This design comes from an exercise in tuning for small area and a short achievable clock period on the open sky130 flow, not from production work.
In this exercise RTL edits were held to simulation tests only and were not proved equivalent to the original.
Power is estimated from default activity; no workload was simulated.

===== flow/design.v =====
module p #(parameter DATA_WIDTH = 16, OUT_WIDTH = 32)
(
    input [DATA_WIDTH-1:0] a,
    input [DATA_WIDTH-1:0] b,
    output [OUT_WIDTH-1:0] c,
    output reg done,
    input clk,
    input rst
);
    localparam K = DATA_WIDTH;
    reg [K-1:0] hi;      
    reg [K-1:0] lo;      
    reg [K:0] pp;        
    reg pneg;            
    reg [2:0] cnt;
    assign c = {hi, lo};
    wire [2:0] bits = rst ? {b[1:0], 1'b0} : lo[3:1];
    wire one = bits[0] ^ bits[1];
    wire two = (bits[2] & ~bits[1] & ~bits[0]) | (~bits[2] & bits[1] & bits[0]);
    wire neg = bits[2];
    wire [K:0] m = one ? {a[K-1], a} : two ? {a, 1'b0} : {(K+1){1'b0}};
    wire [K+1:0] sum;
    pfx_add #(.W(K+2)) stepadd (.x({{2{hi[K-1]}}, hi}), .y({pp[K], pp}), .ci(pneg), .s(sum));
    always @(posedge clk) begin
        pp <= m ^ {(K+1){neg}};
        pneg <= neg;
        if (rst) begin
            hi <= 0;
            lo <= b;
            cnt <= 3'd0;
            done <= 1'b0;
        end else if (!done) begin
            hi <= sum[K+1:2];
            lo <= {sum[1:0], lo[K-1:2]};
            cnt <= cnt + 3'd1;
            done <= (cnt == 3'd7);
        end
    end
endmodule
`timescale 1ns / 1ps
module mac #(
    parameter DATA_WIDTH = 16,
              OUT_WIDTH = 32
)(
    input clk,
    input rst,
    input clr,
    input [DATA_WIDTH - 1: 0] a,
    input [DATA_WIDTH - 1: 0] b,
    output reg [OUT_WIDTH-1: 0] out
);
    wire ready;
    wire [OUT_WIDTH-1:0] pro;
    wire [OUT_WIDTH-1:0] acc;
    p #(.DATA_WIDTH(DATA_WIDTH), .OUT_WIDTH(OUT_WIDTH)) product (
        .a(a), .b(b), .c(pro), .done(ready), .clk(clk), .rst(rst)
    );
    pfx_add #(.W(OUT_WIDTH)) accadd (.x(out), .y(pro), .ci(1'b0), .s(acc));
    always @(posedge clk) begin
        if (clr)
            out <= 0;
        else if (ready && !rst)
            out <= acc;
    end
endmodule
module pfx_add #(parameter W = 32, KIND = 1) (
    input [W-1:0] x,
    input [W-1:0] y,
    input ci,
    output [W-1:0] s
);
    localparam L = (W <= 2) ? 1 : (W <= 4) ? 2 : (W <= 8) ? 3 : (W <= 16) ? 4 : (W <= 32) ? 5 : 6;
    wire [W-1:0] p0 = x ^ y;
    wire [W-1:0] g0 = {x[W-1:1] & y[W-1:1], (x[0] & y[0]) | (p0[0] & ci)};
    reg [W-1:0] g, pg;
    integer l, i, j;
    always @* begin
        g = g0;
        pg = p0;
        if (KIND == 0) begin
            for (l = 0; l < L; l = l + 1)
                for (i = 0; i < W; i = i + 1)
                    if ((i >> l) & 1) begin
                        j = ((i >> l) << l) - 1;
                        g[i] = g[i] | (pg[i] & g[j]);
                        pg[i] = pg[i] & pg[j];
                    end
        end else begin
            for (l = 0; l < L; l = l + 1)
                for (i = 0; i < W; i = i + 1)
                    if (((i + 1) % (2 << l)) == 0) begin
                        g[i] = g[i] | (pg[i] & g[i - (1 << l)]);
                        pg[i] = pg[i] & pg[i - (1 << l)];
                    end
            for (l = L - 2; l >= 0; l = l - 1)
                for (i = 0; i < W; i = i + 1)
                    if (((i + 1) % (2 << l)) == (1 << l) && i >= (2 << l)) begin
                        g[i] = g[i] | (pg[i] & g[i - (1 << l)]);
                        pg[i] = pg[i] & pg[i - (1 << l)];
                    end
        end
    end
    assign s = p0 ^ {g[W-2:0], ci};
endmodule

===== flow/flow/run.sh =====
#!/bin/bash
# Standard ORFS layout (the standard.sh), with port buffers of a plain buffer
# cell and setup repair aiming further below the clock period. Make's full output
# goes to flow_make.log; ORFS keeps each tool's log under orfs/logs.
set -euo pipefail
bash standard.sh \
  "BUFFER_PORTS_ARGS=-buffer_cell sky130_fd_sc_hd__buf_1" \
  SETUP_SLACK_MARGIN=8.8 \
  finish > flow_make.log 2>&1

===== flow/standard.sh =====
#!/bin/bash
# synth_recipe.tcl (not shown) runs the flow's synth.tcl, then flattens the netlist and writes it again
# the make line also repeats each setting of config.mk as NAME=value (left out here)
make -C /OpenROAD-flow-scripts/flow DESIGN_CONFIG=/design/flow/config.mk WORK_HOME=/design/flow/orfs CLKGATE_MAP_FILE= SYNTH_SCRIPT=/design/flow/synth_recipe.tcl "${@:-finish}"

===== flow/config.mk =====
export PLATFORM = sky130hd
export DESIGN_NAME = mac
export DESIGN_NICKNAME = mac
export VERILOG_FILES = /design/flow/design.v
export SDC_FILE = /design/flow/constraint.sdc
export NUM_CORES = 4
export LEC_CHECK = 0
export ABC_AREA = 1
export CAP_MARGIN = 20
export CORE_MARGIN = 2
export CORE_UTILIZATION = 40
export CTS_BUF_LIST = sky130_fd_sc_hd__clkbuf_4 sky130_fd_sc_hd__clkbuf_8
export CTS_CLUSTER_SIZE = 40
export SLEW_MARGIN = 20

===== flow/constraint.sdc =====
create_clock -name core_clock -period 12.0 [get_ports {clk}]
set_input_delay 2.4000 -clock core_clock [delete_from_list [all_inputs] [get_ports {clk}]]
set_output_delay 2.4000 -clock core_clock [all_outputs]
set_load 0.01 [all_outputs]

==> impl_metrics.ini, run 1 <==
[grt]
globalRouteOverflowTotal = 0
global_route_wire_length_before_repair_um = 21200
antenna_violations_before_repair = 0
number_of_global_route_vias_before_repair = 4406
global_route.usage.total_pct = 18.9
grt_start_max_net_pins = 33

[power_and_ir_drop]
power_per_cell_area_nw_per_um2 = 138
max_rail_drop_vdd_mv = 0.0595
total_leakage_power_nw = 3.33

[cts]
clock_tree.htree_level_count = 3
tritoncts = done
worstSkewPairLatency_ps = 360
cts_buffer_depth = 2
tritoncts_num_sinks = 86
cts-hold-fix-buffers = 0
cts-buffers-inserted = 9
clk_pin_slew_worst_paths_ps = 80
clockRootBuffer = clkbuf_8

[detailed_routing]
wl_per_cell_um = 14.1
met2_wirelength_um = 6370
met3WireLength_um = 416
drt_iter0_drc = 218
drt_pre_antenna_iters = 4
finalWirelength_um = 12600
post_drt_via_cell_ratio = 4.88
drt_drc_violations_left = 0
antenna_violating_nets_post_route = 0
route.vias.total = 4368
top_layer = met4
met1Wirelength_um = 5660

[final_layout]
finalInstanceArea_um2 = 6930
final_cell_mix = nand2_1, nor2_1, inv_1
count_of_nets_after_finishing = 826
final_common_cell = nand2_1
insertedDiodeCount = 0
area_delta_synth_final_pct = 34.9
post_route_cells_drive_above_1_share_pct = 27.3

[critical_path]
timing.critical_path.from_type = input pin
critPathMaxFanout = 7
critPathKind = input pin to flip-flop
timing.critical_path.arrival_ps = 3520
critPathRequiredTime_ps = 12250
cp-end-kind = flip-flop

[run]
maxCapViolations = 0

[die]
core_area_um2 = 12600
starting_density_of_the_core_pct = 40.9
chipHeight_um = 117
die-area_um2 = 13800
ioPinCount = 67
placement_rows = 41
die_width_um = 117

[logic_synthesis]
synthFlopType = dfxtp_1
netlist_area_um2 = 5140
synth_sequential_area_ratio_pct = 36.6
synthXorXnorAreaFrac_pct = 6.65
postSynthCellCount = 600
synth-compound-area-share_pct = 13.5
ys_seq_elements = 86
yosys.cell_types.count = 34
postSynthNetCount = 707
synth-warning-count = 4
syn_area_per_cell_um2 = 8.56
synth-simple-area-share_pct = 14.9
yosys.area_share.adder_pct = 21.5
synth_top_family_by_area = adder cells
synth-edff-count = 16
yosys-mux-area-fraction_pct = 0
synthArstFlopShare_pct = 0

[sta]
timing.fmax_ghz = 0.306
setup_viol = 0
timing.final.max_slew_violations = 0
max_slew_margin_pct = 48.0
grt_setup_unrepaired = true
holdWs_ps = 477
worst_pin_slew_ps = 779
layout_min_cycle_time_ps = 3270
hold_viol = 0
setup_total_negative_slack_ps = 0
final.setup_skew_ps = 9.62
layout_worst_path_cycle_share_pct = 27.2
postLayoutSetupSlackWorst_ps = 8730

[place]
placed_area_um2 = 5520
dp_slack_ps = 7570
io_buffer_count = 66
final_weighted_congestion_of_routability_driven_global_placement = 0.815
post-dp-hpwl_um = 8070

[run_status]
outcome = complete, no violations

[min_path]
hold_path_class = flip-flop to flip-flop
cell families (layout without fill, tap and decap cells):
family / count (synthesis) / count (layout)
adder cells (fa/ha/maj): 72 / 72
flip-flops: 86 / 86
XOR/XNOR: 39 / 39
buffers and inverters: 85 / 204
AO/OA/AOI/OAI: 130 / 130
AND/OR/NAND/NOR: 188 / 193
Yosys cell counts, types with 2 or more instances:
| library cell | count | area share [%] |
|---|---|---|
| fa_1 | 27 | 11 |
| o21ai_0 | 62 | 6.0 |
| inv_2 | 4 | 0.29 |
| a31oi_1 | 3 | 0.37 |
| nor2_1 | 59 | 4.3 |
| a31o_2 | 2 | 0.34 |
| a21o_1 | 4 | 0.58 |
| xnor2_1 | 19 | 3.2 |
| nor2_4 | 2 | 0.44 |
| inv_1 | 58 | 4.2 |
| nand3_1 | 9 | 0.88 |
| a21oi_1 | 42 | 4.1 |
| nand4_1 | 3 | 0.37 |
| clkbuf_1 | 14 | 1.0 |
| nand2_2 | 4 | 0.49 |
| edfxtp_1 | 16 | 9.3 |
| nand2_1 | 108 | 7.9 |
| buf_1 | 2 | 0.15 |
| o21bai_1 | 3 | 0.44 |
| xor2_1 | 20 | 3.4 |
| ha_1 | 45 | 11 |
| o21ai_1 | 8 | 0.78 |
| o22ai_1 | 2 | 0.24 |
| buf_6 | 4 | 0.88 |
| dfxtp_1 | 70 | 27 |
| buf_2 | 2 | 0.19 |
critical path, stage by stage:
cell	delay, ps
clkbuf_16	120
buf_12	140
inv_16	60
nand2_8	50
buf_12	130
nand2_8	100
nand2_8	110
clkinv_8	100
nand2_2	50
o21ai_2	50
nand2_1	70
xnor2_1	120
repair_timing:
item | 4_1_cts | 5_1_grt
gates cloned | 10 | 0
resized for setup | 151 | 24
pin swaps | 24 | 13
setup endpoints to repair | 99 | 82
buffers inserted | 50 | 2
flip-flops by register name, summed over array words and instances (netlist names):
| register | count |
|---|---|
| product.done | 1 |
| product.hi | 16 |
| product.pneg | 1 |
| product.lo | 16 |
| product.pp | 17 |
| out | 32 |
| product.cnt | 3 |
path summary, 6_finish.rpt:
path,from,endpoint,slack (ps),cells after the start
min,out[31]$_SDFFE_PP0P_,out[31]$_SDFFE_PP0P_,480,2
min reg2reg,out[31]$_SDFFE_PP0P_,out[31]$_SDFFE_PP0P_,480,2
max reg2reg,out[0]$_SDFFE_PP0P_,out[31]$_SDFFE_PP0P_,8970,20
max,rst,product.pp[15]$_DFF_P_,8730,12
routing by layer:
metal  up-vias  global-route usage [%]
met5         -                       0
met1      2071                    23.7
li1       2195                       -
met4         0                    5.87
met3        20                    2.58
met2        82                    33.5
final cells by class:
type                       instances  area (um2)
clock buffer                      13         173
clock inverter                     3        65.1
fill                            1099        5640
inverter                          63         272
multi-input combinational        434        3170
sequential                        86        1930
tap                              172         215
timing repair buffer             123        1080
timing repair inverter             2        25.0
through the flow:
step	total power, mW	instances	util (%)
2_1_floorplan	0.614	600	-
3_3_place_gp	0.669	818	43.9
3_5_place_dp	0.681	818	43.9
4_1_cts	0.952	894	54.4
5_1_grt	1.03	896	55.2
6_report	0.955	896	55.2
power breakdown:
| part | internal (mW) | leakage, nW | switching (mW) |
|---|---|---|---|
| logic | 0.143 | 2.43 | 0.177 |
| clock network | 0.137 | 0.123 | 0.107 |
| registers | 0.344 | 0.769 | 0.0486 |
==> run 2, diff against run 1 <==
--- a/flow/flow/run.sh
+++ b/flow/flow/run.sh
@@ -5,5 +5,5 @@
 set -euo pipefail
 bash standard.sh \
   "BUFFER_PORTS_ARGS=-buffer_cell sky130_fd_sc_hd__buf_1" \
-  SETUP_SLACK_MARGIN=8.8 \
+  SETUP_SLACK_MARGIN=8.0 \
   finish > flow_make.log 2>&1
==> run 2 against run 1 <==
Non-clock buffer count shrank 56. Clock skew grew 1.9 ps. Sequential share of layout area grew 4.9 points. Synthesized area is the same. Setup slack lost 520 ps. Combinational power shrank 13%. Hold slack gained 0.70 ps. Sequential cell count is the same.
==> impl_metrics.ini, run 2 <==
[run_status]
outcome = complete, no violations

[critical_path]
cp_cell_sequence = clkbuf_4 > nor2_4 > buf_6 > inv_2 > a21oi_1 > o21ai_1 > o21ai_0 > a21oi_1
critPathKind = input pin to flip-flop
worst_path_dominant_cell_family = buffers and inverters
timing.critical_path.arrival_ps = 4040
cp-end-kind = flip-flop
slowest_delay_ps = 330
critPathMaxFanout = 55
critical_path.n_buffers_inverters = 3
critPathRequiredTime_ps = 12250
timing.critical_path.from_type = input pin
slowest_stage = buf_6
worst_path_most_repeated_cell = a21oi_1

[logic_synthesis]
synth-compound-area-share_pct = 13.5
synth.largest_area_cell = dfxtp_1
yosys.area_share.adder_pct = 21.5
postSynthCellCount = 600
synth_sequential_area_ratio_pct = 36.6
postSynthNetCount = 707
yosys-mux-area-fraction_pct = 0
post_synth_main_area_contributors = dfxtp_1, ha_1, fa_1, edfxtp_1, nand2_1
synth-warning-count = 4
syn_area_per_cell_um2 = 8.56
netlist_area_um2 = 5140
synthXorXnorAreaFrac_pct = 6.65
synth_top_cells_by_count = nand2_1, dfxtp_1, o21ai_0
synthFlopType = dfxtp_1
synthArstFlopShare_pct = 0
yosys.cell_types.count = 34
ys_seq_elements = 86
synth.most_common_cell = nand2_1
synth_top_family_by_area = adder cells
synth-simple-area-share_pct = 14.9
synth-edff-count = 16
synthDominantCellAreaShare_pct = 27.3

[final_layout]
final_common_cell = nand2_1
largest_register_ff_count = 32
insertedDiodeCount = 0
post-route-util_pct = 45.7
post_route_cells_drive_above_1_share_pct = 5.14
area_delta_synth_final_pct = 11.9
top_register = out
count_of_nets_after_finishing = 763
final_cell_count_no_fill = 833
top_regs = out (32), product.pp (17)
final_cell_mix = nand2_1, dfxtp_1, buf_1

[die]
die_width_um = 117
placement_rows = 41
starting_density_of_the_core_pct = 40.9
chipHeight_um = 117
core_area_um2 = 12600
die-area_um2 = 13800
ioPinCount = 67

[cts]
clockRootBuffer = clkbuf_8
cts-resized-gates = 1
clk_pin_slew_worst_paths_ps = 80
cts_setup_buffers = 0
cts-hold-fix-buffers = 0
tritoncts = done
worstSkewPairLatency_ps = 360
clock_tree.htree_level_count = 3
cts-buffers-inserted = 9
cts_buffer_depth = 2
tritoncts_num_sinks = 86

[sta]
max_slew_margin_pct = 41.5
final.setup_skew_ps = 11.6
postLayoutSetupSlackWorst_ps = 8210
setup_total_negative_slack_ps = 0
layout_worst_path_cycle_share_pct = 31.6
setup_viol = 0
worst_pin_slew_ps = 877
layout_min_cycle_time_ps = 3790
timing.fmax_ghz = 0.264
timing.final.max_slew_violations = 0
grt_setup_unrepaired = false
hold_viol = 0

[power_and_ir_drop]
power_per_cell_area_nw_per_um2 = 160
comb_power_share_pct = 30.5
internal_power_uw = 612
p_seq_share_pct = 42.5
power.share.switching_pct = 33.4
p_clk_share_pct = 27.0
power.total_uw = 918
max_rail_drop_vdd_mv = 0.0513
p_sw_uw = 307
total_leakage_power_nw = 2.69

[grt]
number_of_global_route_vias_before_repair = 3865
grt_start_max_net_pins = 56
global_route.usage.total_pct = 15.9
antenna_violations_before_repair = 0
global_route_wire_length_before_repair_um = 17900
globalRouteOverflowTotal = 0

[run]
maxCapViolations = 0

[detailed_routing]
antenna_violating_nets_post_route = 0
drt_drc_violations_left = 0
wl_per_cell_um = 12.6
post_drt_via_cell_ratio = 4.75
finalWirelength_um = 10500
drt_iter0_drc = 188
drt_pre_antenna_iters = 5
route.vias.total = 3955

[place]
dp_slack_ps = 7360
post-dp-hpwl_um = 7990
io_buffer_count = 66
numPlacedInstances = 817
final_weighted_congestion_of_routability_driven_global_placement = 0.814

[min_path]
hold_path_class = flip-flop to flip-flop
==> run 2: cell count changes in the layout (fill, tap and decap cells not counted), moves of 9 or more <==
cell / delta
buf_4: -47
buf_6: -33
buf_1: +32
dfxtp_1: +32
dfxtp_2: -29
nand2_1: +20
nand2_2: -12
o21ai_2: -9
==> run 2: metal layers <==
metal  routed length, um  track usage [%]  up-vias
met4                 104             4.07        0
met3                 430             3.94       10
met5                   0                0        -
met2                4990             27.2       74
met1                4980             20.2     1803
li1                    -                -     2068
==> run 2: cells by family (layout without fill, tap and decap cells) <==
family,count (synthesis),in the layout
and+or+nand+nor,188,188
xor gates and xnor gates,39,39
buffers and inverters,85,146
AOI/OAI and AO/OA,130,130
DFF,86,86
adders and majority gates,72,72
==> run 2: power by group through the flow <==
| stage | clock (mW) | sequential (mW) | combinational (mW) |
|---|---|---|---|
| after global placement | 0 | 0.398 | 0.269 |
| after detailed placement | 0 | 0.398 | 0.282 |
| after global routing | 0.267 | 0.398 | 0.332 |
| final | 0.248 | 0.391 | 0.280 |
| after floorplan | 0 | 0.381 | 0.230 |
| after CTS | 0.253 | 0.391 | 0.284 |
==> run 2: layout make-up <==
class                      count  area [um2]
timing repair buffer          67         263
inverter                      63         239
sequential                    86        1880
clock inverter                 4        95.1
clock buffer                  12         146
fill                        1267        6820
multi-input combinational    429        2910
tap                          172         215
==> run 2: worst register-to-register path: stages, from the launching register on <==
cell,delay (ps)
edfxtp_1,370
ha_1,200
fa_1,420
nand2_1,90
nand2_1,70
nand3_1,80
nand2_1,100
nand2_1,70
nand2_1,110
nand2_1,90
nand2_1,120
nand2_1,90
nand2_1,80
nand2_1,70
nand2_1,60
fa_1,410
a21oi_1,140
o21ai_1,100
o21ai_0,170
a21oi_1,60
==> run 2: worst paths after layout <==
kind,startpoint,depth (start not counted),slack (ps),endpoint
worst min-delay path,out[31]$_SDFFE_PP0P_,2,480,out[31]$_SDFFE_PP0P_
worst min register to register,out[31]$_SDFFE_PP0P_,2,480,out[31]$_SDFFE_PP0P_
worst max-delay path,rst,8,8210,out[31]$_SDFFE_PP0P_
worst max register to register,product.lo[0]$_DFFE_PN_,19,9000,out[31]$_SDFFE_PP0P_
==> run 2: through the flow <==
| stage | hold WS [ps] | instance area, um2 |
|---|---|---|
| 6_report | 478 | 5750 |
| 5_1_grt | 519 | 5750 |
| 4_1_cts | 484 | 5740 |
| 3_5_place_dp | 471 | 5500 |
| 3_3_place_gp | 457 | 5500 |
| 2_1_floorplan | 459 | 5140 |
==> run 3, diff against run 2 <==
--- a/flow/flow/run.sh
+++ b/flow/flow/run.sh
@@ -5,5 +5,5 @@
 set -euo pipefail
 bash standard.sh \
   "BUFFER_PORTS_ARGS=-buffer_cell sky130_fd_sc_hd__buf_1" \
-  SETUP_SLACK_MARGIN=8.0 \
+  SETUP_SLACK_MARGIN=8.3 \
   finish > flow_make.log 2>&1
==> run 3 against run 2 <==
Combinational power about the same. Total power grew 0.18%. First-iteration DRC count fell by 13%. Routed wire length rose by 0.17%. Via count decreased by 0.13%. Clock power hardly changed. Sequential cell count did not move.
==> impl_metrics.ini, run 3 <==
[run_status]
outcome = complete, no violations

[logic_synthesis]
synthFlopType = dfxtp_1
synthDominantCellAreaShare_pct = 27.3
post_synth_main_area_contributors = dfxtp_1, ha_1, fa_1, edfxtp_1, nand2_1
synth_sequential_area_ratio_pct = 36.6
synth-edff-count = 16
netlist_area_um2 = 5140
synth_top_cells_by_count = nand2_1, dfxtp_1, o21ai_0
postSynthCellCount = 600
synth-warning-count = 4
ys_seq_elements = 86
synthArstFlopShare_pct = 0
synth.most_common_cell = nand2_1
syn_area_per_cell_um2 = 8.56
postSynthNetCount = 707
synth.largest_area_cell = dfxtp_1
yosys.cell_types.count = 34

[final_layout]
top_register = out
area_delta_synth_final_pct = 12.3
finalInstanceArea_um2 = 5770
largest_register_ff_count = 32
final_common_cell = nand2_1
post-route-util_pct = 45.9
final_cell_mix = nand2_1, dfxtp_1, buf_1
insertedDiodeCount = 0
post_route_cells_drive_above_1_share_pct = 5.14
fill_cells = 1263
count_of_nets_after_finishing = 763
top_regs = out (32), product.pp (17)

[die]
starting_density_of_the_core_pct = 40.9
core_area_um2 = 12600
chipHeight_um = 117
die_width_um = 117
ioPinCount = 67
placement_rows = 41
die-area_um2 = 13800

[critical_path]
critical_path_cell_count = 8
reg2reg_depth = 19
critical_path.n_buffers_inverters = 3
worst_path_dominant_cell_family = buffers and inverters
timing.critical_path.from_type = input pin
critPathRequiredTime_ps = 12250
critPathKind = input pin to flip-flop
slowest_stage = buf_6
cp-end-kind = flip-flop
worst_path_most_repeated_cell = a21oi_1
critPathMaxFanout = 55
slowest_delay_ps = 340
cp_cell_sequence = clkbuf_8 > nor2_4 > buf_6 > inv_4 > a21oi_1 > o21ai_1 > o21ai_0 > a21oi_1
timing.critical_path.arrival_ps = 3790

[sta]
max_slew_margin_pct = 40.3
worst_pin_slew_ps = 895
final.setup_skew_ps = 11.6
timing.final.max_slew_violations = 0
setup_total_negative_slack_ps = 0
hold_viol = 0
timing.fmax_ghz = 0.282
grt_setup_unrepaired = false
setup_viol = 0
layout_worst_path_cycle_share_pct = 29.5
layout_min_cycle_time_ps = 3540
holdWs_ps = 478

[grt]
globalRouteOverflowTotal = 0
global_route_wire_length_before_repair_um = 17900
grt_start_max_net_pins = 56
global_route.usage.total_pct = 15.9
number_of_global_route_vias_before_repair = 3868
antenna_violations_before_repair = 0

[place]
final_weighted_congestion_of_routability_driven_global_placement = 0.814
io_buffer_count = 66
post-dp-hpwl_um = 7990
placed_area_um2 = 5500

[detailed_routing]
finalWirelength_um = 10500
met1Wirelength_um = 4990
post_drt_via_cell_ratio = 4.74
drt_iter0_drc = 163
drt_pre_antenna_iters = 5
met2_wirelength_um = 4970
wl_per_cell_um = 12.6
antenna_violating_nets_post_route = 0
top_layer = met4
route.vias.total = 3950
drt_drc_violations_left = 0
met3WireLength_um = 427

[min_path]
hold_path_class = flip-flop to flip-flop
whs_path_depth = 2

[cts]
cts_setup_buffers = 0
tritoncts = done
cts_buffer_depth = 2
clockRootBuffer = clkbuf_8
tritoncts_num_sinks = 86
clock_tree.htree_level_count = 3
worstSkewPairLatency_ps = 360
cts-buffers-inserted = 9
clk_pin_slew_worst_paths_ps = 80

[run]
maxCapViolations = 0

[power_and_ir_drop]
power.total_uw = 920
power_per_cell_area_nw_per_um2 = 159
total_leakage_power_nw = 2.69
max_rail_drop_vdd_mv = 0.0514
-- run 3: cell counts after synthesis --
Identical to the previous run, type by type.
-- run 3: kinds of logic after synthesis --
kind of cell	after synthesis	synth area share [%]
xor gates and xnor gates	39	6.65
DFF	86	36.6
adders and majority gates	72	21.5
and+or+nand+nor	188	14.9
buffers and inverters	85	6.89
AOI/OAI and AO/OA	130	13.5
-- run 3: per-stage QoR --
step / cells / setup slack (ps)
after global placement: 817 / 7420
after CTS: 833 / 8400
after global routing: 833 / 8320
after detailed placement: 817 / 7360
after floorplan: 600 / 8520
final: 833 / 8460
-- run 3: final timing paths --
path                            from                   end  slack (ps)
min reg2reg     out[31]$_SDFFE_PP0P_  out[31]$_SDFFE_PP0P_         480
min             out[31]$_SDFFE_PP0P_  out[31]$_SDFFE_PP0P_         480
max reg2reg  product.lo[0]$_DFFE_PN_  out[31]$_SDFFE_PP0P_        9000
max                              rst  out[31]$_SDFFE_PP0P_        8460
-- run 3: area by class of cell --
cell class	count	area [um2]	area share [%]
multi-input cells	429	2920	50.6
flip-flops and latches	86	1880	32.6
repair buffers	67	269	4.66
inverters	63	244	4.23
well taps	172	215	3.73
clock buffers	12	146	2.54
clock inverters	4	95.1	1.65
-- run 3: worst min-delay path: cells and delay by family (launching register included) --
| kind | cells | cell delay, ps |
|---|---|---|
| flops | 1 | 320 |
| compound gates | 1 | 50 |
| buf+inv | 1 | 60 |
-- run 3: per-layer routing --
metal | vias to the layer above | track usage (%)
li1 | 2070 | -
met1 | 1793 | 20.1
met2 | 77 | 27.2
met3 | 10 | 3.94
met5 | - | 0
met4 | 0 | 4.07
-- run 3: repair_timing --
item | 4_1_cts | 5_1_grt
setup endpoints to repair | 43 | 14
hold buffers | 0 | 0
gates resized for setup | 6 | 2
hold endpoints to repair | 0 | 0
-- run 3: report_power, final --
group	switching (mW)	internal, mW	total, mW
Sequential	0.0465	0.344	0.391
Clock	0.102	0.145	0.247
Combinational	0.159	0.123	0.282
==> run 4, diff against run 3 <==
--- a/flow/flow/run.sh
+++ b/flow/flow/run.sh
@@ -5,5 +5,5 @@
 set -euo pipefail
 bash standard.sh \
   "BUFFER_PORTS_ARGS=-buffer_cell sky130_fd_sc_hd__buf_1" \
-  SETUP_SLACK_MARGIN=8.3 \
+  SETUP_SLACK_MARGIN=8.5 \
   finish > flow_make.log 2>&1
--- a/flow/config.mk
+++ b/flow/config.mk
@@ -8,7 +8,7 @@
 export ABC_AREA = 1
 export CAP_MARGIN = 20
 export CORE_MARGIN = 2
-export CORE_UTILIZATION = 40
+export CORE_UTILIZATION = 60
 export CTS_BUF_LIST = sky130_fd_sc_hd__clkbuf_4 sky130_fd_sc_hd__clkbuf_8
 export CTS_CLUSTER_SIZE = 40
 export SLEW_MARGIN = 20
==> run 4 against run 3 <==
Synthesized area is the same. Die area shrank 32%. Via count increased by 5.2%. Clock power fell by 25%. Clock-buffer cell count decreased by 3. First-iteration DRC count increased by 10%. Hold slack gained 2.2 ps. Global-route usage up 8.1 points. Synthesized cell count unchanged. Non-clock buffer count increased by 6. Combinational power is 5% higher. Sequential cell count is the same. Critical path type unchanged. Largest power group unchanged.
==> impl_metrics.ini, run 4 <==
[logic_synthesis]
synthDominantCellAreaShare_pct = 27.3
netlist_area_um2 = 5140
synth_sequential_area_ratio_pct = 36.6
synth-warning-count = 4
synthArstFlopShare_pct = 0
synthFlopType = dfxtp_1
postSynthCellCount = 600
synth.most_common_cell = nand2_1
synth.largest_area_cell = dfxtp_1
post_synth_main_area_contributors = dfxtp_1, ha_1, fa_1, edfxtp_1, nand2_1
syn_area_per_cell_um2 = 8.56
ys_seq_elements = 86
synth-edff-count = 16
postSynthNetCount = 707
yosys.cell_types.count = 34
synth_top_cells_by_count = nand2_1, dfxtp_1, o21ai_0

[critical_path]
timing.critical_path.from = rst
rrSetupSlack_ps = 8910
slowest_delay_ps = 230
slowest_stage = nand2_1
worst_setup_path_end = product.pp[11]$_DFF_P_
timing.critical_path.from_type = input pin
cp-end-kind = flip-flop
timing.critical_path.arrival_ps = 3670
critPathMaxFanout = 14
worst_path_most_repeated_cell = nand2_1
reg2reg_depth = 19
crit-reg2reg-capture = out[31]$_SDFFE_PP0P_
critPathRequiredTime_ps = 12240
cp_cell_sequence = buf_2 > buf_12 > nand2_1 > nand2_8 > nand2_1 > o21ai_4 > nand2_4 > nand2_1 > xnor2_1
critPathKind = input pin to flip-flop
r2r_start = product.lo[0]$_DFFE_PN_

[cts]
clk_pin_slew_worst_paths_ps = 90
tritoncts_num_sinks = 86
clockRootBuffer = clkbuf_8
tritoncts = done
clock_tree.htree_level_count = 3
worstSkewPairLatency_ps = 360
cts_buffer_depth = 2
cts-buffers-inserted = 9

[sta]
hold_viol = 0
timing.fmax_ghz = 0.292
final.setup_skew_ps = 14.3
holdWs_ps = 480
timing.final.max_slew_violations = 0
worst_pin_slew_ps = 883
setup_total_negative_slack_ps = 0
layout_min_cycle_time_ps = 3430
grt_setup_unrepaired = false
layout_worst_path_cycle_share_pct = 28.5
max_slew_margin_pct = 41.1
setup_viol = 0

[detailed_routing]
drt_pre_antenna_iters = 4
met3WireLength_um = 594
antenna_violating_nets_post_route = 0
drt_iter0_drc = 180
met2_wirelength_um = 5620
route.vias.total = 4154
met1Wirelength_um = 4900
drt_drc_violations_left = 0
finalWirelength_um = 11300
wl_per_cell_um = 14.6
top_layer = met4
post_drt_via_cell_ratio = 5.37

[power_and_ir_drop]
p_seq_share_pct = 44.9
p_clk_share_pct = 21.3
power.total_uw = 870
max_rail_drop_vdd_mv = 0.0946
comb_power_share_pct = 33.9
internal_power_uw = 549
p_sw_uw = 322
power_per_cell_area_nw_per_um2 = 150
total_leakage_power_nw = 2.73
power.share.switching_pct = 37.0

[die]
starting_density_of_the_core_pct = 62.2
core_area_um2 = 8260
chipHeight_um = 96.5
die-area_um2 = 9320
ioPinCount = 67
die_width_um = 96.5
placement_rows = 33

[final_layout]
post_route_cells_drive_above_1_share_pct = 6.29
top_register = out
area_delta_synth_final_pct = 12.6
insertedDiodeCount = 0
final_common_cell = nand2_1
largest_register_ff_count = 32
top_regs = out (32), product.pp (17)
final_cell_mix = nand2_1, dfxtp_1, buf_1
final_cell_count_no_fill = 773
count_of_nets_after_finishing = 770

[grt]
globalRouteOverflowTotal = 0
antenna_violations_before_repair = 0
global_route.usage.total_pct = 24.0
number_of_global_route_vias_before_repair = 3770
global_route_wire_length_before_repair_um = 17100
grt_start_max_net_pins = 56

[min_path]
hold_path_class = flip-flop to flip-flop

[place]
numPlacedInstances = 751
io_buffer_count = 66
final_weighted_congestion_of_routability_driven_global_placement = 0.802
post-dp-hpwl_um = 7740

[run]
maxCapViolations = 0

[run_status]
outcome = complete, no violations
[run 4: cell counts after synthesis]
Identical to the previous run, type by type.
[run 4: cell type report]
class,instances,area (um2)
Multi-Input combinational cell,430,2960
Tap cell,105,131
Fill cell,673,2470
Clock buffer,9,124
Timing Repair Buffer,73,387
Clock inverter,7,48.8
Inverter,63,256
Sequential cell,86,1880
[run 4: how the worst min path moves through the flow]
stage | start | to | slack [ps] | depth (start not counted)
after floorplan | product.cnt[1]$_SDFFE_PP0N_ | product.cnt[1]$_SDFFE_PP0N_ | 460 | 2
after global placement | out[31]$_SDFFE_PP0P_ | out[31]$_SDFFE_PP0P_ | 450 | 2
after detailed placement | out[31]$_SDFFE_PP0P_ | out[31]$_SDFFE_PP0P_ | 470 | 2
after CTS | out[31]$_SDFFE_PP0P_ | out[31]$_SDFFE_PP0P_ | 490 | 2
after global routing | out[31]$_SDFFE_PP0P_ | out[31]$_SDFFE_PP0P_ | 510 | 2
final | out[31]$_SDFFE_PP0P_ | out[31]$_SDFFE_PP0P_ | 480 | 2
[run 4: what timing repair did]
action,in CTS,in global routing
resized for setup,16,5
setup buffers,0,2
pin swaps,1,1
gates cloned,2,2
endpoints found under the setup margin,43,13
hold buffers,0,0
[run 4: kinds of logic (layout without fill, tap and decap cells)]
family                   after synthesis  in the layout  share of synthesized area, %
AO/OA/AOI/OAI                        130            130                          13.5
XOR/XNOR                              39             39                          6.65
adder cells (fa/ha/maj)               72             72                          21.5
buffers and inverters                 85            152                          6.89
flip-flops                            86             86                          36.6
AND/OR/NAND/NOR                      188            189                          14.9
[run 4: worst max-delay path, delay by kind of cell]
| kind | cells | cell delay [ps] |
|---|---|---|
| AO/OA/AOI/OAI | 1 | 90 |
| XOR/XNOR | 1 | 130 |
| buffers and inverters | 2 | 280 |
| AND/OR/NAND/NOR | 5 | 760 |
[run 4: metal layers]
| metal | track usage (%) | vias up |
|---|---|---|
| li1 | - | 2077 |
| met1 | 28.9 | 1960 |
| met2 | 43.8 | 105 |
| met3 | 3.57 | 12 |
| met4 | 7.63 | 0 |
| met5 | 0 | - |
[run 4: power groups by stage]
stage | Combinational (mW) | Sequential, mW | Clock, mW
6_report | 0.295 | 0.391 | 0.185
5_1_grt | 0.344 | 0.397 | 0.199
4_1_cts | 0.296 | 0.391 | 0.190
3_5_place_dp | 0.287 | 0.398 | 0
3_3_place_gp | 0.276 | 0.396 | 0
2_1_floorplan | 0.230 | 0.381 | 0
[run 4: stage by stage]
stage          utilization (%)  cell area, um2  setup slack, ps
2_1_floorplan                -            5140             8520
3_3_place_gp              65.6            5420             7640
3_5_place_dp              65.6            5420             7580
4_1_cts                   69.1            5710             8510
5_1_grt                   70.1            5790             8500
6_report                  70.1            5790             8570
==> run 5, diff against run 4 <==
--- a/flow/config.mk
+++ b/flow/config.mk
@@ -8,7 +8,7 @@
 export ABC_AREA = 1
 export CAP_MARGIN = 20
 export CORE_MARGIN = 2
-export CORE_UTILIZATION = 60
+export CORE_UTILIZATION = 40
 export CTS_BUF_LIST = sky130_fd_sc_hd__clkbuf_4 sky130_fd_sc_hd__clkbuf_8
 export CTS_CLUSTER_SIZE = 40
 export SLEW_MARGIN = 20
==> run 5 against run 4 <==
Synthesized area stayed put. Critical endpoint is now product.pp[7]$_DFF_P_. First-iteration DRC count is 8.3% higher. Register-to-register slack better by 100 ps. Total power increased by 5.8%. Clock power grew 34%. Largest cell class unchanged. Combinational power down 4%. Routed wire length fell by 6.2%. Synthesized cell count did not move. Maximum frequency is 0.77% higher. Critical path type unchanged. Still clean. Final area increased by 0.22%.
==> impl_metrics.ini, run 5 <==
[run_status]
outcome = complete, no violations

[power_and_ir_drop]
comb_power_share_pct = 30.7
max_rail_drop_vdd_mv = 0.0521
p_sw_uw = 308
internal_power_uw = 613
p_seq_share_pct = 42.4
p_clk_share_pct = 26.9
power.total_uw = 921
power.share.switching_pct = 33.5
power_per_cell_area_nw_per_um2 = 159
total_leakage_power_nw = 2.70

[cts]
worstSkewPairLatency_ps = 360
clock_tree.htree_level_count = 3
cts-buffers-inserted = 9
cts_setup_buffers = 0
tritoncts = done
cts_buffer_depth = 2
tritoncts_num_sinks = 86
clk_pin_slew_worst_paths_ps = 90
clockRootBuffer = clkbuf_8

[run]
maxCapViolations = 0

[sta]
worst_pin_slew_ps = 887
setup_total_negative_slack_ps = 0
final.setup_skew_ps = 11.6
hold_viol = 0
setup_viol = 0
timing.final.max_slew_violations = 0
layout_worst_path_cycle_share_pct = 28.3
holdWs_ps = 478
timing.fmax_ghz = 0.294
grt_setup_unrepaired = false
max_slew_margin_pct = 40.8
layout_min_cycle_time_ps = 3400

[die]
die-area_um2 = 13800
die_width_um = 117
placement_rows = 41
starting_density_of_the_core_pct = 40.9
chipHeight_um = 117
core_area_um2 = 12600
ioPinCount = 67

[grt]
groute.layer.met1.usage_pct = 19.9
grt_start_max_net_pins = 56
globalRouteOverflowTotal = 0
met2_usage_pct = 27.7
top_usage_layer = met2
gr-usage-met3_pct = 3.94
number_of_global_route_vias_before_repair = 3898
global_route_wire_length_before_repair_um = 17900
global_route.usage.total_pct = 16.0
antenna_violations_before_repair = 0

[critical_path]
critPathMaxFanout = 34
crit-reg2reg-capture = out[31]$_SDFFE_PP0P_
timing.critical_path.from_type = input pin
r2r_start = product.lo[0]$_DFFE_PN_
rrSetupSlack_ps = 9010
critPathKind = input pin to flip-flop
critPathRequiredTime_ps = 12260
cp-end-kind = flip-flop
timing.critical_path.arrival_ps = 3650
reg2reg_depth = 19

[detailed_routing]
wl_per_cell_um = 12.7
antenna_violating_nets_post_route = 0
route.vias.total = 3972
finalWirelength_um = 10600
drt_pre_antenna_iters = 4
post_drt_via_cell_ratio = 4.77
drt_iter0_drc = 195
drt_drc_violations_left = 0

[final_layout]
largest_register_ff_count = 32
top_regs = out (32), product.pp (17)
fill_cells = 1256
post_route_cells_drive_above_1_share_pct = 5.14
area_delta_synth_final_pct = 12.8
final_cell_count_no_fill = 833
insertedDiodeCount = 0
final_common_cell = nand2_1
final_cell_mix = nand2_1, dfxtp_1, buf_1
top_register = out
count_of_nets_after_finishing = 763

[logic_synthesis]
synth-warning-count = 4
synth.most_common_cell = nand2_1
synthDominantCellAreaShare_pct = 27.3
post_synth_main_area_contributors = dfxtp_1, ha_1, fa_1, edfxtp_1, nand2_1
synth_top_cells_by_count = nand2_1, dfxtp_1, o21ai_0
postSynthCellCount = 600
ys_seq_elements = 86
synth-edff-count = 16
yosys.cell_types.count = 34
synthFlopType = dfxtp_1
synthArstFlopShare_pct = 0
synth.largest_area_cell = dfxtp_1
netlist_area_um2 = 5140
postSynthNetCount = 707
synth_sequential_area_ratio_pct = 36.6
syn_area_per_cell_um2 = 8.56

[place]
numPlacedInstances = 817
final_weighted_congestion_of_routability_driven_global_placement = 0.814
io_buffer_count = 66
post-dp-hpwl_um = 7990

[min_path]
holdPathEnd = out[31]$_SDFFE_PP0P_
hold_path_class = flip-flop to flip-flop
hold_path.startpoint = out[31]$_SDFFE_PP0P_
whs_path_depth = 2
==> run 5: routing by layer <==
| metal | share of wire, % | routed length, um |
|---|---|---|
| met5 | 0 | 0 |
| met4 | 1.1 | 115 |
| met2 | 48 | 5050 |
| met1 | 46 | 4890 |
| met3 | 4.6 | 489 |
==> run 5: cell families after synthesis <==
kind of cell,after synthesis,synth area share (%)
and+or+nand+nor,188,14.9
AOI/OAI and AO/OA,130,13.5
DFF,86,36.6
buffers and inverters,85,6.89
adders and majority gates,72,21.5
xor gates and xnor gates,39,6.65
==> run 5: worst max-delay path, stage by stage <==
cell and delay [ps]:
buf_12 140, inv_8 140, nand2_2 90, nor2_4 130
inv_2 60, nand2_4 170, inv_2 140, o21ai_1 140
nand2_1 80, xnor2_1 130
==> run 5: power groups by stage <==
stage          logic, mW  registers (mW)  clock network (mW)
6_report           0.283           0.391               0.248
3_3_place_gp       0.269           0.398                   0
4_1_cts            0.286           0.391               0.253
3_5_place_dp       0.282           0.398                   0
5_1_grt            0.335           0.398               0.267
2_1_floorplan      0.230           0.381                   0
==> run 5: how the worst max path moves through the flow <==
stage	from	endpoint	slack (ps)	cells after the start
finish	rst	product.pp[7]$_DFF_P_	8600	10
global route	rst	product.pp[5]$_DFF_P_	8510	10
CTS	rst	product.pp[7]$_DFF_P_	8500	10
detailed placement	rst	product.pp[7]$_DFF_P_	7360	9
global placement	rst	product.pp[15]$_DFF_P_	7420	9
floorplan	rst	product.pp[11]$_DFF_P_	8520	10
==> run 5: area by class of cell <==
cell class,instances,area [um2],area share [%]
multi-input cells,429,2930,50.5
flip-flops and latches,86,1880,32.5
repair buffers,67,284,4.90
inverters,63,246,4.25
well taps,172,215,3.71
clock buffers,12,146,2.52
clock inverters,4,95.1,1.64
==> run 5: timing repair <==
item,4_1_cts,5_1_grt
resized for setup,9,5
setup endpoints to repair,60,17
hold buffers,0,0
==> run 5: metrics by stage <==
step | worst slack (ps) | utilization [%] | cell area (um2)
detailed placement | 7360 | 43.7 | 5500
CTS | 8500 | 46.0 | 5780
global route | 8510 | 46.1 | 5800
finish | 8600 | 46.1 | 5800
floorplan | 8520 | - | 5140
global placement | 7420 | 43.7 | 5500
==> run 6, diff against run 5 <==
--- a/flow/flow/run.sh
+++ b/flow/flow/run.sh
@@ -5,5 +5,5 @@
 set -euo pipefail
 bash standard.sh \
   "BUFFER_PORTS_ARGS=-buffer_cell sky130_fd_sc_hd__buf_1" \
-  SETUP_SLACK_MARGIN=8.5 \
+  SETUP_SLACK_MARGIN=8.7 \
   finish > flow_make.log 2>&1
--- a/flow/config.mk
+++ b/flow/config.mk
@@ -12,3 +12,4 @@
 export CTS_BUF_LIST = sky130_fd_sc_hd__clkbuf_4 sky130_fd_sc_hd__clkbuf_8
 export CTS_CLUSTER_SIZE = 40
 export SLEW_MARGIN = 20
+export TNS_END_PERCENT = 0
==> run 6 against run 5 <==
Sequential share of layout area down 1.5 points. Routed wire length rose by 17%. Synthesized cell count is the same. Critical path type unchanged. Highest routed layer unchanged.
==> impl_metrics.ini, run 6 <==
[grt]
antenna_violations_before_repair = 0
grt_start_max_net_pins = 37
number_of_global_route_vias_before_repair = 3912
global_route.usage.total_pct = 16.6
global_route_wire_length_before_repair_um = 18700
globalRouteOverflowTotal = 0

[final_layout]
final_cell_count_no_fill = 859
count_of_nets_after_finishing = 789
finalInstanceArea_um2 = 6120
final_common_cell = nand2_1
largest_register_ff_count = 32
top_register = out
final_cell_mix = nand2_1, buf_1, o21ai_0, dfxtp_1, nor2_1
insertedDiodeCount = 0
post-route-util_pct = 48.7
area_delta_synth_final_pct = 19.2
post_route_cells_drive_above_1_share_pct = 11.9
top_regs = out (32), product.pp (17)

[die]
ioPinCount = 67
chipHeight_um = 117
placement_rows = 41
starting_density_of_the_core_pct = 40.9
die_width_um = 117
die-area_um2 = 13800
core_area_um2 = 12600

[power_and_ir_drop]
power_per_cell_area_nw_per_um2 = 149
max_rail_drop_vdd_mv = 0.0596
power.total_uw = 913
total_leakage_power_nw = 2.85

[sta]
final.setup_skew_ps = 14.2
max_slew_margin_pct = 51.3
setup_total_negative_slack_ps = 0
postLayoutSetupSlackWorst_ps = 8640
setup_viol = 0
timing.fmax_ghz = 0.297
worst_pin_slew_ps = 730
timing.final.max_slew_violations = 0
holdWs_ps = 484
grt_setup_unrepaired = true
layout_worst_path_cycle_share_pct = 28.0
hold_viol = 0
layout_min_cycle_time_ps = 3360

[logic_synthesis]
syn_area_per_cell_um2 = 8.56
yosys.cell_types.count = 34
synth.largest_area_cell = dfxtp_1
post_synth_main_area_contributors = dfxtp_1, ha_1, fa_1, edfxtp_1, nand2_1
synth-warning-count = 4
netlist_area_um2 = 5140
synth-edff-count = 16
ys_seq_elements = 86
postSynthCellCount = 600
postSynthNetCount = 707
synthArstFlopShare_pct = 0
synth_top_cells_by_count = nand2_1, dfxtp_1, o21ai_0
synth.most_common_cell = nand2_1
synthFlopType = dfxtp_1
synth_sequential_area_ratio_pct = 36.6
synthDominantCellAreaShare_pct = 27.3

[detailed_routing]
post_drt_via_cell_ratio = 4.95
finalWirelength_um = 12300
met1Wirelength_um = 5490
met2_wirelength_um = 6190
met3WireLength_um = 535
wl_per_cell_um = 14.4
antenna_violating_nets_post_route = 0
route.vias.total = 4254
top_layer = met4
drt_drc_violations_left = 0
drt_pre_antenna_iters = 5
drt_iter0_drc = 148

[cts]
tritoncts = done
cts-buffers-inserted = 9
clock_tree.htree_level_count = 3
clk_pin_slew_worst_paths_ps = 90
clockRootBuffer = clkbuf_8
tritoncts_num_sinks = 86
cts_buffer_depth = 2
cts-hold-fix-buffers = 0
worstSkewPairLatency_ps = 360

[place]
final_weighted_congestion_of_routability_driven_global_placement = 0.829
placed_area_um2 = 5500
numPlacedInstances = 817
post-dp-hpwl_um = 8140
dp_slack_ps = 7180
io_buffer_count = 66

[run]
maxCapViolations = 0

[critical_path]
critPathMaxFanout = 7
critPathRequiredTime_ps = 12260
critPathKind = input pin to flip-flop
cp-end-kind = flip-flop
timing.critical_path.arrival_ps = 3620
timing.critical_path.from_type = input pin

[run_status]
outcome = complete, no violations

[min_path]
hold_path_class = flip-flop to flip-flop
==> run 6: what timing repair did <==
item	4_1_cts	5_1_grt
pin swaps	1	9
endpoints found under the setup margin	92	64
gates resized for setup	7	49
buffers inserted	1	16
gates cloned	2	7
==> run 6: worst max-delay path: stages <==
cell and delay (ps):
buf_8 110, buf_12 150, nand2_2 50, o21a_1 210, nand2_4 120, nand2_8 120
buf_6 120, nand2_1 40, o21ai_0 90, nand2_2 80, xnor2_1 130
==> run 6: power breakdown <==
part	leakage (nW)	total [mW]	switching, mW	internal [mW]
combinational	1.98	0.308	0.172	0.136
clock	0.108	0.213	0.108	0.105
sequential	0.756	0.392	0.0473	0.344
total	2.85	0.913	0.328	0.585
==> run 6: cells by family after synthesis <==
group,Yosys count,synth area share (%)
AND/OR/NAND/NOR,188,14.9
AO/OA/AOI/OAI,130,13.5
flip-flops,86,36.6
buffers and inverters,85,6.89
adder cells (fa/ha/maj),72,21.5
XOR/XNOR,39,6.65
==> run 6: per-layer routing <==
layer / vias up / global-route usage [%]
met5: - / 0
met4: 0 / 3.69
met2: 108 / 29.2
li1: 2124 / -
met1: 2010 / 21.1
met3: 12 / 3.45
==> run 6: cell type report <==
type                       count  area, um2
fill                        1215       6440
multi-input combinational    435       3050
sequential                    86       1890
timing repair buffer          86        470
inverter                      63        284
tap                          172        215
clock buffer                  11        145
clock inverter                 5       56.3
timing repair inverter         1       11.3
==> run 6: worst paths after layout <==
| path | slack (ps) | endpoint | start | cells after the start |
|---|---|---|---|---|
| setup reg to reg | 8930 | out[31]$_SDFFE_PP0P_ | product.lo[0]$_DFFE_PN_ | 19 |
| hold reg to reg | 480 | out[31]$_SDFFE_PP0P_ | out[31]$_SDFFE_PP0P_ | 2 |
| setup / recovery | 8640 | product.pp[4]$_DFF_P_ | rst | 11 |
| hold / removal | 480 | out[31]$_SDFFE_PP0P_ | out[31]$_SDFFE_PP0P_ | 2 |
==> run 7, diff against run 6 <==
--- a/flow/design.v
+++ b/flow/design.v
@@ -8,22 +8,25 @@
     input rst
 );
     localparam K = DATA_WIDTH;
+    reg [K-1:0] areg;    
     reg [K-1:0] hi;      
     reg [K-1:0] lo;      
-    reg [K:0] pp;        
-    reg pneg;            
+    reg one, two, neg;   
     reg [2:0] cnt;
     assign c = {hi, lo};
-    wire [2:0] bits = rst ? {b[1:0], 1'b0} : lo[3:1];
-    wire one = bits[0] ^ bits[1];
-    wire two = (bits[2] & ~bits[1] & ~bits[0]) | (~bits[2] & bits[1] & bits[0]);
-    wire neg = bits[2];
-    wire [K:0] m = one ? {a[K-1], a} : two ? {a, 1'b0} : {(K+1){1'b0}};
+    wire one_n = rst ? b[0] : lo[1] ^ lo[2];
+    wire two_n = rst ? b[1] & ~b[0] :
+                 (lo[3] & ~lo[2] & ~lo[1]) | (~lo[3] & lo[2] & lo[1]);
+    wire neg_n = rst ? b[1] : lo[3];
+    wire [K:0] m = one ? {areg[K-1], areg} : two ? {areg, 1'b0} : {(K+1){1'b0}};
+    wire [K:0] pp = m ^ {(K+1){neg}};
     wire [K+1:0] sum;
-    pfx_add #(.W(K+2)) stepadd (.x({{2{hi[K-1]}}, hi}), .y({pp[K], pp}), .ci(pneg), .s(sum));
+    pfx_add #(.W(K+2)) stepadd (.x({{2{hi[K-1]}}, hi}), .y({pp[K], pp}), .ci(neg), .s(sum));
     always @(posedge clk) begin
-        pp <= m ^ {(K+1){neg}};
-        pneg <= neg;
+        areg <= a;
+        one <= one_n;
+        two <= two_n;
+        neg <= neg_n;
         if (rst) begin
             hi <= 0;
             lo <= b;
--- a/flow/config.mk
+++ b/flow/config.mk
@@ -12,4 +12,3 @@
 export CTS_BUF_LIST = sky130_fd_sc_hd__clkbuf_4 sky130_fd_sc_hd__clkbuf_8
 export CTS_CLUSTER_SIZE = 40
 export SLEW_MARGIN = 20
-export TNS_END_PERCENT = 0
==> run 7 against run 6 <==
Total power fell by 6.5%. Sequential cell count grew 1. Synthesized cell count is 2.2% lower. Register-to-register slack got worse by 80 ps. Via count fell by 6.3%. Non-clock buffer count unchanged. Cell count is 2.1% lower. Critical endpoint is now out[25]. Largest cell class unchanged. Largest power group unchanged.
==> impl_metrics.ini, run 7 <==
[run_status]
outcome = complete, no violations

[detailed_routing]
drt_iter0_drc = 249
wl_per_cell_um = 13.0
post_drt_via_cell_ratio = 4.74
route.vias.total = 3986
drt_drc_violations_left = 0
drt_pre_antenna_iters = 4
finalWirelength_um = 10900
antenna_violating_nets_post_route = 0

[sta]
setup_total_negative_slack_ps = 0
hold_viol = 0
layout_min_cycle_time_ps = 3270
worst_pin_slew_ps = 694
timing.final.max_slew_violations = 0
layout_worst_path_cycle_share_pct = 27.3
max_slew_margin_pct = 53.7
final.setup_skew_ps = 23.5
setup_viol = 0
grt_setup_unrepaired = true
holdWs_ps = 473
timing.fmax_ghz = 0.306

[power_and_ir_drop]
total_leakage_power_nw = 2.89
power.total_uw = 853
max_rail_drop_vdd_mv = 0.0908
internal_power_uw = 555
p_sw_uw = 298
power.share.switching_pct = 35.0
power_per_cell_area_nw_per_um2 = 143
p_seq_share_pct = 43.8
comb_power_share_pct = 32.2
p_clk_share_pct = 24.0

[critical_path]
critical_path.n_buffers_inverters = 1
slowest_stage = dfxtp_2
slowest_delay_ps = 370
rrSetupSlack_ps = 8850
cp_cell_sequence = buf_2
timing.critical_path.from_type = flip-flop
timing.critical_path.from = out[25]$_SDFFE_PP0P_
critPathRequiredTime_ps = 9600
critPathMaxFanout = 3
r2r_start = product.one$_DFF_P_
timing.critical_path.arrival_ps = 870
worst_path_dominant_cell_family = flip-flops
cp-end-kind = output port
critPathKind = flip-flop to output port

[cts]
tritoncts = done
clock_tree.htree_level_count = 3
tritoncts_num_sinks = 87
worstSkewPairLatency_ps = 380
clockRootBuffer = clkbuf_8
cts-hold-fix-buffers = 0
cts-buffers-inserted = 9
cts_buffer_depth = 2
clk_pin_slew_worst_paths_ps = 80

[final_layout]
sequential_cell_area_um2 = 1970
fill_cells = 1251
top_register = out
multiInputGateArea_um2 = 2820
area_delta_synth_final_pct = 17.3
final_common_cell = inv_1
count_of_nets_after_finishing = 769
insertedDiodeCount = 0
final_cell_mix = inv_1, nand2_1, o21ai_0
largest_register_ff_count = 32
post_route_cells_drive_above_1_share_pct = 19.3
finalInstanceArea_um2 = 5970

[die]
die_width_um = 117
die-area_um2 = 13600
core_area_um2 = 12500
starting_density_of_the_core_pct = 40.6
ioPinCount = 67
chipHeight_um = 117
placement_rows = 41

[logic_synthesis]
yosys.cell_types.count = 33
synthFlopType = dfxtp_1
netlist_area_um2 = 5080
postSynthCellCount = 587
synth-warning-count = 4
synthArstFlopShare_pct = 0
synth.largest_area_cell = dfxtp_1
syn_area_per_cell_um2 = 8.66
synth_sequential_area_ratio_pct = 37.4
synth.most_common_cell = inv_1
synthDominantCellAreaShare_pct = 28.0
ys_seq_elements = 87
postSynthNetCount = 692
synth-edff-count = 16
post_synth_main_area_contributors = dfxtp_1, ha_1, fa_1, edfxtp_1, o21ai_0
synth_top_cells_by_count = inv_1, nand2_1, dfxtp_1

[run]
maxCapViolations = 0

[place]
io_buffer_count = 66
placed_area_um2 = 5480
final_weighted_congestion_of_routability_driven_global_placement = 0.825
post-dp-hpwl_um = 7790

[min_path]
hold_path_class = flip-flop to flip-flop
hold_path.startpoint = out[31]$_SDFFE_PP0P_

[grt]
global_route.usage.total_pct = 16.8
antenna_violations_before_repair = 0
grt_start_max_net_pins = 55
globalRouteOverflowTotal = 0
global_route_wire_length_before_repair_um = 17700
number_of_global_route_vias_before_repair = 3815
run 7: cell type report:
cell class                 count  share of cell area (%)
clock buffer                  11                    2.33
clock inverter                 5                   0.839
timing repair inverter         1                   0.126
multi-input combinational    400                    47.3
tap                          172                    3.61
sequential                    87                    33.0
inverter                      79                    5.24
timing repair buffer          86                    7.63
run 7: final timing paths:
kind                                               endpoint  depth (start not counted)
worst max-delay path                                out[25]                          1
worst min-delay path                   out[31]$_SDFFE_PP0P_                          2
worst max register to register  product.hi[13]$_SDFFE_PP0N_                         16
worst min register to register         out[31]$_SDFFE_PP0P_                          2
run 7: timing repair:
action | 4_1_cts | 5_1_grt
pin swaps | 0 | 1
setup buffers | 6 | 12
gates cloned | 1 | 0
endpoints found under the setup margin | 84 | 58
resized for setup | 64 | 24
run 7: power by group through the flow:
| stage | clock network (mW) | logic (mW) | registers [mW] |
|---|---|---|---|
| after global placement | 0 | 0.256 | 0.381 |
| after floorplan | 0 | 0.218 | 0.366 |
| after detailed placement | 0 | 0.265 | 0.382 |
| after CTS | 0.210 | 0.270 | 0.375 |
| final | 0.205 | 0.275 | 0.374 |
| after global routing | 0.221 | 0.323 | 0.381 |
run 7: cells by family (layout without fill, tap and decap cells):
kind of cell,Yosys count,after routing,share of synthesized area (%)
and+or+nand+nor,149,149,12.3
AOI/OAI and AO/OA,143,143,15.2
buffers and inverters,100,182,7.60
DFF,87,87,37.4
adders and majority gates,70,70,20.9
xor gates and xnor gates,38,38,6.55
run 7: through the flow:
| stage | cells | utilization (%) | setup WS, ps |
|---|---|---|---|
| after floorplan | 587 | - | 8710 |
| after global placement | 806 | 43.8 | 8180 |
| after detailed placement | 806 | 43.8 | 8160 |
| after CTS | 829 | 46.5 | 8700 |
| after global routing | 841 | 47.7 | 8670 |
| final | 841 | 47.7 | 8730 |
run 7: routing by layer:
layer  wire length, um  up-vias  track usage, %
met5                 0        -               0
met4               233        0            7.53
met3               501       18            3.37
met2              5130       72            28.0
met1              5080     1820            21.2
li1                  -     2076               -
==> run 8, diff against run 7 <==
--- a/flow/flow/run.sh
+++ b/flow/flow/run.sh
@@ -5,5 +5,5 @@
 set -euo pipefail
 bash standard.sh \
   "BUFFER_PORTS_ARGS=-buffer_cell sky130_fd_sc_hd__buf_1" \
-  SETUP_SLACK_MARGIN=8.7 \
+  SETUP_SLACK_MARGIN=8.5 \
   finish > flow_make.log 2>&1
==> run 8 against run 7 <==
Still clean. Synthesized cell count stayed put. Setup slack lost 140 ps. Global-route usage rose by 1.1 points. Clock skew decreased by 10 ps. First-iteration DRC count decreased by 37%. Routed wire length up 2.1%. Register-to-register slack worse by 40 ps. Clock power fell by 11%. Core utilization decreased by 1.8 points. Non-clock buffer count is 12 lower. Clock-buffer cell count fell by 1. Highest routed layer unchanged.
==> impl_metrics.ini, run 8 <==
[run_status]
outcome = complete, no violations

[grt]
globalRouteOverflowTotal = 0
number_of_global_route_vias_before_repair = 3994
global_route.usage.total_pct = 17.9
global_route_wire_length_before_repair_um = 18700
antenna_violations_before_repair = 0
grt_start_max_net_pins = 36

[critical_path]
crit-reg2reg-capture = product.hi[13]$_SDFFE_PP0N_
timing.critical_path.from = rst
critPathKind = input pin to flip-flop
worst_setup_path_end = out[31]$_SDFFE_PP0P_
worst_path_most_repeated_cell = a21oi_1
timing.critical_path.arrival_ps = 3720
critical_path_cell_count = 8
cp_cell_sequence = buf_1 > buf_4 > nor2_4 > inv_4 > a21oi_1 > o21ai_1 > o21ai_0 > a21oi_1
worst_path_dominant_cell_family = buffers and inverters
critPathRequiredTime_ps = 12300
reg2reg_depth = 16
slowest_delay_ps = 400
critPathMaxFanout = 36
cp-end-kind = flip-flop
critical_path.n_buffers_inverters = 3
timing.critical_path.from_type = input pin
slowest_stage = buf_4
r2r_start = product.one$_DFF_P_
rrSetupSlack_ps = 8810

[die]
chipHeight_um = 117
ioPinCount = 67
starting_density_of_the_core_pct = 40.6
core_area_um2 = 12500
die_width_um = 117
die-area_um2 = 13600
placement_rows = 41

[cts]
clock_tree.htree_level_count = 3
worstSkewPairLatency_ps = 380
clk_pin_slew_worst_paths_ps = 80
cts-buffers-inserted = 9
cts_buffer_depth = 2
clockRootBuffer = clkbuf_8
tritoncts_num_sinks = 87
tritoncts = done
cts-hold-fix-buffers = 0

[final_layout]
final_common_cell = inv_1
largest_register_ff_count = 32
post-route-util_pct = 45.9
fill_cells = 1298
area_delta_synth_final_pct = 12.9
count_of_nets_after_finishing = 759
insertedDiodeCount = 0
final_cell_mix = inv_1, nand2_1, dfxtp_1
post_route_cells_drive_above_1_share_pct = 8.04
top_register = out

[detailed_routing]
finalWirelength_um = 11200
drt_pre_antenna_iters = 4
wl_per_cell_um = 13.4
route.vias.total = 4015
antenna_violating_nets_post_route = 0
drt_drc_violations_left = 0
post_drt_via_cell_ratio = 4.83
drt_iter0_drc = 157

[sta]
timing.final.max_slew_violations = 0
layout_worst_path_cycle_share_pct = 28.5
setup_viol = 0
timing.fmax_ghz = 0.293
hold_viol = 0
max_slew_margin_pct = 37.1
setup_total_negative_slack_ps = 0
final.setup_skew_ps = 13.1
layout_min_cycle_time_ps = 3420
worst_pin_slew_ps = 943
grt_setup_unrepaired = true
postLayoutSetupSlackWorst_ps = 8580

[logic_synthesis]
synth.most_common_cell = inv_1
synthDominantCellAreaShare_pct = 28.0
syn_area_per_cell_um2 = 8.66
post_synth_main_area_contributors = dfxtp_1, ha_1, fa_1, edfxtp_1, o21ai_0
synth_top_cells_by_count = inv_1, nand2_1, dfxtp_1
synth_sequential_area_ratio_pct = 37.4
synthFlopType = dfxtp_1
synth-edff-count = 16
postSynthNetCount = 692
ys_seq_elements = 87
yosys.cell_types.count = 33
netlist_area_um2 = 5080
synth-warning-count = 4
postSynthCellCount = 587
synthArstFlopShare_pct = 0
synth.largest_area_cell = dfxtp_1

[place]
dp_slack_ps = 7120
io_buffer_count = 66
final_weighted_congestion_of_routability_driven_global_placement = 0.819
post-dp-hpwl_um = 7870

[power_and_ir_drop]
total_leakage_power_nw = 2.65
max_rail_drop_vdd_mv = 0.0888
p_seq_share_pct = 45.3
comb_power_share_pct = 32.6
p_clk_share_pct = 22.1
p_sw_uw = 297
internal_power_uw = 531
power.share.switching_pct = 35.8
power_per_cell_area_nw_per_um2 = 144

[run]
maxCapViolations = 0

[min_path]
hold_path_class = flip-flop to flip-flop
## run 8: stage by stage
stage	cells	hold slack, ps	power [mW]	area (um2)
2_1_floorplan	587	459	0.584	5080
3_3_place_gp	805	461	0.635	5470
3_5_place_dp	805	467	0.647	5470
4_1_cts	826	484	0.835	5680
5_1_grt	831	499	0.898	5740
6_report	831	479	0.827	5740
## run 8: metal layers
layer,vias up,GRT usage (%),wire [um]
met5,-,0,0
met4,0,4.24,100
met3,7,4.72,444
met2,73,32.0,5560
met1,1877,21.5,5070
li1,2058,-,-
## run 8: worst min-delay path by stage
stage / start / to / slack, ps / cells past startpoint
final: out[31]$_SDFFE_PP0P_ / out[31]$_SDFFE_PP0P_ / 480 / 2
after global placement: out[31]$_SDFFE_PP0P_ / out[31]$_SDFFE_PP0P_ / 460 / 2
after detailed placement: out[31]$_SDFFE_PP0P_ / out[31]$_SDFFE_PP0P_ / 470 / 2
after floorplan: product.cnt[1]$_SDFFE_PP0N_ / product.cnt[1]$_SDFFE_PP0N_ / 460 / 2
after global routing: out[31]$_SDFFE_PP0P_ / out[31]$_SDFFE_PP0P_ / 500 / 2
after CTS: out[31]$_SDFFE_PP0P_ / out[31]$_SDFFE_PP0P_ / 480 / 2
## run 8: cells by family (layout without fill, tap and decap cells)
logic type,after synthesis,in the layout,synth area share (%)
AOI/OAI and AO/OA,143,143,15.2
adders and majority gates,70,70,20.9
buffers and inverters,100,170,7.60
DFF,87,87,37.4
xor gates and xnor gates,38,38,6.55
and+or+nand+nor,149,151,12.3
## run 8: worst register-to-register path: stages, from the launching register on
cell and delay [ps]:
dfxtp_2 430, clkinvlp_4 180, o21ai_1 260, xor2_1 140, fa_1 430, inv_1 100
nand3_1 70, o211ai_1 150, nand4_1 130, nand3_1 170, nand2_1 80, nand2_1 110
a21oi_1 110, fa_1 410, xnor2_1 150, o21ai_0 140, inv_1 50
## run 8: power by group through the flow
stage | logic [mW] | clock network [mW] | registers [mW]
final | 0.270 | 0.183 | 0.374
after global routing | 0.316 | 0.201 | 0.381
after global placement | 0.255 | 0 | 0.380
after CTS | 0.271 | 0.190 | 0.374
after detailed placement | 0.266 | 0 | 0.381
after floorplan | 0.218 | 0 | 0.366
## run 8: final cells by class
| type | instances | area [um2] | share of cell area, % |
|---|---|---|---|
| multi-input combinational | 402 | 2830 | 49.3 |
| sequential | 87 | 1910 | 33.2 |
| timing repair buffer | 74 | 308 | 5.36 |
| inverter | 79 | 307 | 5.34 |
| tap | 172 | 215 | 3.75 |
| clock buffer | 10 | 131 | 2.29 |
| clock inverter | 6 | 37.5 | 0.654 |
| timing repair inverter | 1 | 7.51 | 0.131 |
## run 8: timing repair
action,CTS,global route
cloned,2,1
setup buffers,3,4
gates resized for setup,4,9
pin swaps,1,2
setup endpoints to repair,53,39

static timing again, ports no longer ideal:
In the flow no input, the clock included, has a driving cell. The finished layouts below were timed again as built, in two steps.
Step 1 (the two cells are an assumption about what drives the block):
set clk [get_ports {clk}]
set_driving_cell -lib_cell sky130_fd_sc_hd__clkbuf_16 $clk
set_driving_cell -lib_cell sky130_fd_sc_hd__buf_2 [delete_from_list [all_inputs] $clk]
Step 2, shift: input delay + t, output delay - t, t = (earliest + latest rising clock arrival at the registers) / 2. This alone moves slack from input paths to output paths.
a / b / c = no drivers / after step 1 / after step 2; a / b = the first two.
| run | shift t [ns] | setup slack, ns | worst register clock-pin slew, ns |
|---|---|---|---|
| run 1 | 0.392 | 8.731 / 8.723 / 8.331 | 0.09 / 0.09 |
| run 2 | 0.393 | 8.209 / 8.225 / 7.832 | 0.09 / 0.09 |
| run 3 | 0.393 | 8.459 / 8.465 / 8.072 | 0.09 / 0.09 |
| run 4 | 0.391 | 8.575 / 8.582 / 8.196 | 0.10 / 0.10 |
| run 5 | 0.392 | 8.601 / 8.590 / 8.198 | 0.09 / 0.09 |
| run 6 | 0.389 | 8.636 / 8.630 / 8.241 | 0.09 / 0.09 |
| run 7 | 0.402 | 8.728 / 8.695 / 8.433 | 0.10 / 0.10 |
| run 8 | 0.404 | 8.585 / 8.573 / 8.192 | 0.09 / 0.09 |
After both steps setup and hold are still met in every run listed. For run 5, which loses most, drivers alone change the setup slack by -0.011 ns; drivers and shift together by -0.403 ns.
